From an optimization exercise on the open Yosys and OpenROAD flow, aimed at a short achievable clock period and few clock cycles; shortcuts taken in it are not production practice. Only simulation tests tie the RTL to the original design; equivalence was not proved. Power and IR drop assume default switching activity.

// in_order_cpu
module in_order_cpu(
    input clk, rst,
    output spart_wrt_en,
    output [31:0] spart_wrt_add,
    output [31:0] spart_wrt_data,
    output [9:0] imem_addr,
    input [31:0] imem_data,
    output dmem_ren,
    input [31:0] dmem_rdata
);
Size: roughly 8800 cells after synthesis, ~1800 flip-flops, ~140 I/O pins.
clock: 10.5 ns
lec_check: 0
cap_margin: 20
core_margin: 2
core_utilization: 45
slew_margin: 20
standard.sh (not shown) runs the stock make flow with config.mk's settings and CLKGATE_MAP_FILE= SYNTH_SCRIPT=/design/flow/synth_recipe.tcl, a recipe that flattens the netlist after the stock synthesis.
==> flow/flow/run.sh <==
#!/bin/bash
# The standard layout (standard.sh), with two changes:
#  * synthesis: the standard flow's synthesis script, but abc maps the logic with a
#    delay-driven script (flow/abc_fast.script) and the adders are left to abc
#    (ADDER_MAP_FILE empty); registers are mapped exactly as in the standard
#    synthesis;
#  * timing repair aims below the design's period (SETUP_SLACK_MARGIN).
# The constraints (constraint.sdc) are the design's, unchanged.
set -euo pipefail
export FAST_ABC_SCRIPT="$PWD/flow/abc_fast.script"
bash standard.sh SYNTH_SCRIPT="$PWD/flow/synth.tcl" ADDER_MAP_FILE= SETUP_SLACK_MARGIN=7.0 finish > standard_flow.log 2>&1
==> flow/flow/abc_fast.script <==
strash
dch
map -D 500
buffer
upsize -D 500
dnsize -D 500
==> flow/flow/synth.tcl <==
# The standard flow's synthesis script (synth_recipe.tcl) with one change: abc maps the
# logic with abc_fast.script (delay-driven map) instead of ORFS's speed script.
# Registers are mapped before abc, as in the standard synthesis.
proc synth {args} { yosys synth -nofsm -noshare {*}$args }
proc abc {args} {
  set i [lsearch -exact $args -script]
  if { $i >= 0 } { lset args [expr { $i + 1 }] $::env(FAST_ABC_SCRIPT) }
  yosys abc {*}$args
}
source $::env(SCRIPTS_DIR)/synth.tcl
# left out here: clear keep_hierarchy, flatten, clean up, hide names made inside functions, write 1_2_yosys.v
The first run completed with no timing, DRC or antenna violations.
Testbench counts at the start, summed over its fixed seeds: cycles 110,994.
Change:
--- a/flow/design.v
+++ b/flow/design.v
@@ -57,16 +57,13 @@
 localparam A_ADD = 0, A_SUB = 1, A_AND = 2, A_OR = 3, A_XOR = 4, A_SLL = 5, A_SRL = 6, A_SRA = 7;
 reg [31:0] pc;
 reg [9:0]  fa;         
 reg        d_valid;
 reg [31:0] d_instr;
 reg [31:0] d_pc1;
-reg [31:0] d_rs_oh, d_rt_oh;    
-reg [31:0] d_rs_rfl, d_rs_rfh, d_rt_rfl, d_rt_rfh;
-wire [31:0] d_rs_rf = d_rs_rfl | d_rs_rfh;
-wire [31:0] d_rt_rf = d_rt_rfl | d_rt_rfh;
+reg [31:0] d_rs_rf, d_rt_rf;    
 reg        d_lw, d_sw, d_use_rs, d_use_rtx;    
 reg [4:0]  d_rs_sel, d_rt_sel;  
 reg        d_pt;       
 reg [31:0] d_brt;      
 reg        d_pjr;      
 reg [31:0] d_ptgt;
@@ -158,37 +155,23 @@
 wire agu_haz = d_lw && (rs_e || (m_lw && rs_m));
 wire sw_early = d_sw && !(rs_e || rt_e) && !(m_lw && rs_m);
 wire mem_busy = (d_lw || sw_early) && e_valid && e_sw;
 wire stall = d_valid && (dep_e || agu_haz || mem_busy);
 wire [31:0] alu_res;
 wire [31:0] m_val = m_lw ? dmem_rdata : m_res;
-wire [31:0] f_rs_oh = 32'd1 << imem_data[25:21];
-wire [31:0] f_rt_oh = 32'd1 << imem_data[20:16];
-wire [31:0] rd_rs_oh = stall ? d_rs_oh : f_rs_oh;
-wire [31:0] rd_rt_oh = stall ? d_rt_oh : f_rt_oh;
+wire [4:0] rd_rs = stall ? rs : imem_data[25:21];
+wire [4:0] rd_rt = stall ? rt : imem_data[20:16];
 wire [5:0] fo = imem_data[31:26];
 wire f_lw = fo == 6'h11;
 wire f_sw = fo == 6'h12;
 wire f_use_rs = (fo >= 6'h01 && fo <= 6'h0f && fo != 6'h04) || f_lw || f_sw ||
                 (fo >= 6'h14 && fo <= 6'h19) || fo == 6'h1c || fo == 6'h1d;
 wire f_use_rtx = fo == 6'h01 || fo == 6'h03 || fo == 6'h09 || fo == 6'h0c || fo == 6'h0e ||
                  (fo >= 6'h14 && fo <= 6'h19);
-reg [31:0] rf_rsl, rf_rsh, rf_rtl, rf_rth;
-integer ri;
-always @(*) begin
-    rf_rsl = 32'd0;
-    rf_rsh = 32'd0;
-    rf_rtl = 32'd0;
-    rf_rth = 32'd0;
-    for (ri = 0; ri < 16; ri = ri + 1) begin
-        rf_rsl = rf_rsl | ({32{rd_rs_oh[ri]}} & rf[ri]);
-        rf_rtl = rf_rtl | ({32{rd_rt_oh[ri]}} & rf[ri]);
-        rf_rsh = rf_rsh | ({32{rd_rs_oh[ri+16]}} & rf[ri+16]);
-        rf_rth = rf_rth | ({32{rd_rt_oh[ri+16]}} & rf[ri+16]);
-    end
-end
+wire [31:0] rf_rs = rf[rd_rs];
+wire [31:0] rf_rt = rf[rd_rt];
 function [31:0] pick;
     input [4:0] sel;
     input [31:0] ev, mv, wv, xv, rfv;
     begin
         pick = ({32{sel[4]}} & ev) | ({32{sel[3]}} & mv) | ({32{sel[2]}} & wv) |
                ({32{sel[1]}} & xv) | ({32{sel[0]}} & rfv);
@@ -292,20 +275,16 @@
         d_valid <= 1'b1;
     end
 end
 always @(posedge clk) begin
     d_rs_sel <= n_rs_sel;
     d_rt_sel <= n_rt_sel;
-    d_rs_rfl <= rf_rsl;
-    d_rs_rfh <= rf_rsh;
-    d_rt_rfl <= rf_rtl;
-    d_rt_rfh <= rf_rth;
+    d_rs_rf <= rf_rs;
+    d_rt_rf <= rf_rt;
     if (!stall) begin
         d_instr <= imem_data;
-        d_rs_oh <= f_rs_oh;
-        d_rt_oh <= f_rt_oh;
         d_lw <= f_lw;
         d_sw <= f_sw;
         d_use_rs <= f_use_rs;
         d_use_rtx <= f_use_rtx;
         d_pc1 <= pc_inc;
         d_pt <= f_pt;
Outcome: Via count rises by about 7%. Non-clock buffer count falls by 123. Design area falls by 0.81%. Synthesized cell count rises by about 12%. Hold slack gets better by 0.044 ns. Worst setup slack gets better by 0.051 ns. Core utilization falls by 1.7 points. Total power falls by about 5%. Global-route usage falls by 1.7 points. Register-to-register slack gets better by 0.06 ns. Clock skew falls by 0.028 ns. Wire length hardly moves. Die area rises by about 2%.
Testbench counts after the change, summed over its fixed seeds: cycles 110,994.

* * *

Another version of the RTL of in_order_cpu (not shown whole).
Size: roughly 1700 flip-flops.
==> flow/config.mk <==
export PLATFORM = sky130hd
export DESIGN_NAME = in_order_cpu
export DESIGN_NICKNAME = in_order_cpu
export VERILOG_FILES = /design/flow/design.v
export SDC_FILE = /design/flow/constraint.sdc
export NUM_CORES = 4
export LEC_CHECK = 0
export CAP_MARGIN = 20
export CORE_MARGIN = 2
export CORE_UTILIZATION = 45
export SLEW_MARGIN = 20
==> flow/constraint.sdc <==
create_clock -name core_clock -period 10.5 [get_ports {clk}]
set_input_delay 2.1000 -clock core_clock [delete_from_list [all_inputs] [get_ports {clk}]]
set_output_delay 2.1000 -clock core_clock [all_outputs]
set_load 0.01 [all_outputs]
Scripts as last shown in full above: flow/flow/run.sh, flow/flow/abc_fast.script, flow/flow/synth.tcl
The baseline went through all stages and came out clean.
Testbench counts at the start, summed over its fixed seeds: cycles 110,994.
Then changed:
--- a/flow/design.v
+++ b/flow/design.v
@@ -56,13 +56,12 @@
 );
 localparam A_ADD = 0, A_SUB = 1, A_AND = 2, A_OR = 3, A_XOR = 4, A_SLL = 5, A_SRL = 6, A_SRA = 7;
 reg [31:0] pc;
 reg        d_valid;
 reg [31:0] d_instr;
 reg [31:0] d_pc1;
-reg [31:0] d_rs_oh, d_rt_oh;    
 reg [31:0] d_rs_rf, d_rt_rf;    
 reg        d_lw, d_sw, d_use_rs, d_use_rtx;    
 reg [4:0]  d_rs_sel, d_rt_sel;  
 reg        d_pt;       
 reg [31:0] d_brt;      
 reg        d_pjr;      
@@ -155,33 +154,23 @@
 wire agu_haz = d_lw && (rs_e || (m_lw && rs_m));
 wire sw_early = d_sw && !(rs_e || rt_e) && !(m_lw && rs_m);
 wire mem_busy = (d_lw || sw_early) && e_valid && e_sw;
 wire stall = d_valid && (dep_e || agu_haz || mem_busy);
 wire [31:0] alu_res;
 wire [31:0] m_val = m_lw ? dmem_rdata : m_res;
-wire [31:0] f_rs_oh = 32'd1 << imem_data[25:21];
-wire [31:0] f_rt_oh = 32'd1 << imem_data[20:16];
-wire [31:0] rd_rs_oh = stall ? d_rs_oh : f_rs_oh;
-wire [31:0] rd_rt_oh = stall ? d_rt_oh : f_rt_oh;
+wire [4:0] rd_rs = stall ? rs : imem_data[25:21];
+wire [4:0] rd_rt = stall ? rt : imem_data[20:16];
 wire [5:0] fo = imem_data[31:26];
 wire f_lw = fo == 6'h11;
 wire f_sw = fo == 6'h12;
 wire f_use_rs = (fo >= 6'h01 && fo <= 6'h0f && fo != 6'h04) || f_lw || f_sw ||
                 (fo >= 6'h14 && fo <= 6'h19) || fo == 6'h1c || fo == 6'h1d;
 wire f_use_rtx = fo == 6'h01 || fo == 6'h03 || fo == 6'h09 || fo == 6'h0c || fo == 6'h0e ||
                  (fo >= 6'h14 && fo <= 6'h19);
-reg [31:0] rf_rs, rf_rt;
-integer ri;
-always @(*) begin
-    rf_rs = 32'd0;
-    rf_rt = 32'd0;
-    for (ri = 0; ri < 32; ri = ri + 1) begin
-        rf_rs = rf_rs | ({32{rd_rs_oh[ri]}} & rf[ri]);
-        rf_rt = rf_rt | ({32{rd_rt_oh[ri]}} & rf[ri]);
-    end
-end
+wire [31:0] rf_rs = rf[rd_rs];
+wire [31:0] rf_rt = rf[rd_rt];
 function [31:0] pick;
     input [4:0] sel;
     input [31:0] ev, mv, wv, xv, rfv;
     begin
         pick = ({32{sel[4]}} & ev) | ({32{sel[3]}} & mv) | ({32{sel[2]}} & wv) |
                ({32{sel[1]}} & xv) | ({32{sel[0]}} & rfv);
@@ -282,14 +271,12 @@
     d_rs_sel <= n_rs_sel;
     d_rt_sel <= n_rt_sel;
     d_rs_rf <= rf_rs;
     d_rt_rf <= rf_rt;
     if (!stall) begin
         d_instr <= imem_data;
-        d_rs_oh <= f_rs_oh;
-        d_rt_oh <= f_rt_oh;
         d_lw <= f_lw;
         d_sw <= f_sw;
         d_use_rs <= f_use_rs;
         d_use_rtx <= f_use_rtx;
         d_pc1 <= pc_inc;
         d_pt <= f_pt;
Outcome: The new run went through all stages and came out clean. Global-route usage rose by 1.3 points. First-iteration DRC count is higher by 29%. Cell area rises by 1.4%. Area after synthesis came out higher by 6.3%. Sequential share of layout area fell by 1.8 points. Worst setup slack improved by 0.037 ns. Routed wire length climbs by 10%. Final cell count is higher by 12%. Via count rose by 14%. Fmax went up by 1.0%. Sequential cell count fell by 64. Count of clock-buffer cells in the layout came out lower by 5.
Testbench counts after the change, summed over its fixed seeds: cycles 110,994.

-- separate check: timing with driven ports --
No port has a modelled driver above. Below, the same layouts with a new extraction and two added sets of constraints. Step 1 assumes that a clkbuf_16 drives the clock port and a buf_2 every other input. Step 2 also shifts input and output timing later by t, the mid clock arrival at the registers, as if the neighbouring blocks saw the same clock. Three values: no drivers, after step 1, after step 2; two values: the first two.
| run | t, ns | slack for setup (ns) | worst register clock-pin slew, ns | worst data-port slew with drivers (ns) |
|---|---|---|---|---|
| the first run of note 1 | 0.946 | 6.786 / 6.786 / 5.975 | 0.07 / 0.07 | 0.11 |
| the second run of note 1 | 0.951 | 6.837 / 6.848 / 5.936 | 0.07 / 0.07 | 0.08 |
| the first run of note 2 | 0.953 | 6.787 / 6.827 / 5.875 | 0.08 / 0.08 | 0.09 |
| the second run of note 2 | 0.934 | 6.824 / 6.784 / 6.032 | 0.07 / 0.07 | 0.14 |
After both steps every run listed still meets setup and hold. For the first run of note 2, which loses most, drivers alone change the setup slack by +0.040 ns; drivers and shift together by -0.912 ns.
